This design comes from an exercise in tuning for small area on the open sky130 flow, not from production work. Only simulation tests tie the RTL to the original design; equivalence was not proved.

Setup of v35:
## RISC_16
module RISC_16(
	output	[15:0]		t_alu_in1,
	output	[15:0]		t_alu_in2,
	output	[15:0]		t_alu_out,
	input 				clk,
	input 				rst,
	input 				enable,
	input 	[15:0] 	instruction,
	output 	[4:0] 	tick_out,
	output 	[15:0] 	display
);
Settings: LEC_CHECK=0, ABC_AREA=1, CAP_MARGIN=20, CORE_MARGIN=2, CORE_UTILIZATION=70, CTS_BUF_LIST=sky130_fd_sc_hd__clkbuf_8, SLEW_MARGIN=20; clock period 70.0 ns.
standard.sh (not shown) runs the stock make flow with config.mk's settings and CLKGATE_MAP_FILE= SYNTH_SCRIPT=/design/flow/synth_recipe.tcl, a recipe that flattens the netlist after the stock synthesis.
==> flow/flow/run.sh <==
#!/bin/bash
# Own layout flow: the standard flow (standard.sh), except that synthesis
# maps the combinational logic with an area-only ABC script (flow/synth.tcl).
set -euo pipefail
W=$(pwd)
export MY_ABC_SCRIPT=$W/flow/area.abc
# port buffers: the smallest buffer (the default picks a larger delay cell)
export BUFFER_PORTS_ARGS="-buffer_cell sky130_fd_sc_hd__buf_1"
sed "s#SYNTH_SCRIPT=[^ ]*#SYNTH_SCRIPT=$W/flow/synth.tcl#" standard.sh > $W/synth_area.sh
bash $W/synth_area.sh synth > $W/synth.log 2>&1
bash standard.sh > $W/layout.log 2>&1
==> flow/flow/area.abc <==
strash
&get -n
&fraig -x
&put
dc2
dch -f
amap
strash
dch -f
amap
topo
==> flow/flow/synth.tcl <==
# The standard flow's synthesis script (synth_recipe.tcl), with ABC's combinational mapping
# run with an area-only script (flow/area.abc) instead of ORFS's, which buffers
# and upsizes for delay. Registers are mapped before ABC, so they are the same.
proc synth {args} { yosys synth -nofsm -noshare {*}$args }
proc abc {args} {
  set i [lsearch -exact $args -script]
  if { $i >= 0 } { lset args [expr {$i + 1}] $::env(MY_ABC_SCRIPT) }
  yosys abc {*}$args
}
source $::env(SCRIPTS_DIR)/synth.tcl
# left out here: clear keep_hierarchy, flatten, clean up, hide names made inside functions, write 1_2_yosys.v
For v59, these inputs were changed with respect to v35:
Settings: a change of CORE_UTILIZATION from 70 to 85.
[summary]
- Comparing v59 against v35, there is no change at all in adder and majority cell fraction of the synthesized area.
- v59 against v35: initial standard-cell utilization of the core higher; routability-driven placement congestion ratio increased by about 14% relative to the old numbers; area after detailed placement fell about 0.44%; I/O pin count comparable; minimum setup slack after placement shows a reduction of 1670 ps.
- Summary of v59 over v35: count of placed standard cells including taps went down, site row count went down, half-perimeter wire length of the detailed placement result went up.
- What ended v59 was a tool error in global routing (5_1_grt); the run never finished.
Changes in v40 relative to v59:
Settings: CORE_UTILIZATION changed from 85 to 70.
-- flow/flow/run.sh --
<<< v59, line 8
export BUFFER_PORTS_ARGS="-buffer_cell sky130_fd_sc_hd__buf_1"
sed "s#SYNTH_SCRIPT=[^ ]*#SYNTH_SCRIPT=$W/flow/synth.tcl#" standard.sh > $W/synth_area.sh
>>> v40, line 8
export BUFFER_PORTS_ARGS="-buffer_cell sky130_fd_sc_hd__buf_1"
# clock tree: ORFS's default arguments, with clkbuf_8 and without the dummy
# loads that CTS adds to balance its clusters
export CTS_ARGS="-sink_clustering_enable -repair_clock_nets -buf_list sky130_fd_sc_hd__clkbuf_8 -dont_use_dummy_load"
sed "s#SYNTH_SCRIPT=[^ ]*#SYNTH_SCRIPT=$W/flow/synth.tcl#" standard.sh > $W/synth_area.sh
[summary]
v59 never completed; the flow aborted with a tool error in global routing (5_1_grt).
v40 | stages: all done | timing, DRC, antenna: all pass
v40 -> v59: count of pins on the block boundary delta 0, exact match
Looking at routability congestion estimate from global placement, v40 sits below v59.
Mean instance size in the synthesized netlist: v59 vs v40 identical
Diff v40..v59 | compound-gate portion of the synthesized area | unchanged
Edits applied to the flow inputs when going from v40 to v52:
==> flow/flow/run.sh <==
#!/bin/bash
# Own layout flow: the standard flow (standard.sh), except that synthesis
# maps the combinational logic with an area-only ABC script (flow/synth.tcl).
set -euo pipefail
W=$(pwd)
export MY_ABC_SCRIPT=$W/flow/area.abc
# port buffers: the smallest buffer (the default picks a larger delay cell)
export BUFFER_PORTS_ARGS="-buffer_cell sky130_fd_sc_hd__buf_1"
sed "s#SYNTH_SCRIPT=[^ ]*#SYNTH_SCRIPT=$W/flow/synth.tcl#" standard.sh > $W/synth_area.sh
bash $W/synth_area.sh synth > $W/synth.log 2>&1
bash standard.sh > $W/layout.log 2>&1
==> flow/flow/area.abc <==
strash
&get -n
&fraig -x
&put
dc2
dch -f
map -a
strash
dch -f
map -a
topo
==> notes.md <==
The lower clock-pin slew on the worst setup and hold paths came out of v40.
As of v52, routed wire length had risen by a little under 10% compared to v40.
v52 finished every step from synthesis to the final layout, and the layout passed the timing, design-rule and antenna checks.
| post-synthesis average cell area | v52 vs v40 | about 8% lower |
Diff v40 and v52: layout-stage area growth over the synthesis result lower in v40
Cell with the biggest individual delay on the critical path = sky130_fd_sc_hd__fa_1: v40; cell with the biggest individual delay on the critical path = sky130_fd_sc_hd__a21oi_1: v52
### v52 -> v26
Settings: CAP_MARGIN: 20 -> 10; SLEW_MARGIN: 20 -> 10.
-- flow/flow/run.sh --
<<< v52, line 8
export BUFFER_PORTS_ARGS="-buffer_cell sky130_fd_sc_hd__buf_1"
sed "s#SYNTH_SCRIPT=[^ ]*#SYNTH_SCRIPT=$W/flow/synth.tcl#" standard.sh > $W/synth_area.sh
>>> v26, line 8
export BUFFER_PORTS_ARGS="-buffer_cell sky130_fd_sc_hd__buf_1"
# clock tree: ORFS's default arguments, with clkbuf_8 and without the dummy
# loads that CTS adds to balance its clusters
export CTS_ARGS="-sink_clustering_enable -repair_clock_nets -buf_list sky130_fd_sc_hd__clkbuf_8 -dont_use_dummy_load"
sed "s#SYNTH_SCRIPT=[^ ]*#SYNTH_SCRIPT=$W/flow/synth.tcl#" standard.sh > $W/synth_area.sh
==> flow/flow/area.abc <==
strash
&get -n
&fraig -x
&put
dc2
dch -f
amap
strash
dch -f
amap
topo
Findings:
Delta (v26 minus v52): overall die height saw a decrease, cell area saw a decrease, critical path depth saw a decrease.
met5 as the top routing layer in use was reported by v52, and met4 by v26.
[compare] base=v52 new=v26: worst setup slack up 1380 ps; highest clock rate picked up an extra 2.5%; post-route non-filler standard cell count now sits lower.
Summary of v26 over v52: global-route wire length before repair fell by 5.4%; post-synthesis to final-layout area growth decreased 0.24 points.

## re-timing with driven ports
Ports are ideal in the flow. The routed layouts listed here were re-timed in OpenROAD.
Step 1 sets driving cells, clkbuf_16 on the clock port and buf_2 on the other inputs (assumed; they add their load-dependent delay and slew).
Step 2 adds t to the input delays and takes it off the output delays; t is the mean of the earliest and latest rising clock arrival at the registers after step 1. Input paths then give back, and output paths get back, about the clock's delay inside the block.
Slacks: no drivers / after step 1 / after step 2; pairs: no drivers / after step 1.
| run | t (ns) | setup WS [ns] | worst setup path after step 2 |
|---|---|---|---|
| v35 | 0.520 | 15.062 / 15.039 / 15.039 | input to output |
| v40 | 0.502 | 15.076 / 15.054 / 15.054 | input to output |
| v52 | 0.516 | 13.600 / 13.575 / 13.575 | input to output |
| v26 | 0.502 | 14.980 / 14.958 / 14.958 | input to output |
After both steps setup and hold are still met in every run listed. The setup slack of v52, which loses most, moves by -0.025 ns with the drivers and by -0.025 ns with both steps.
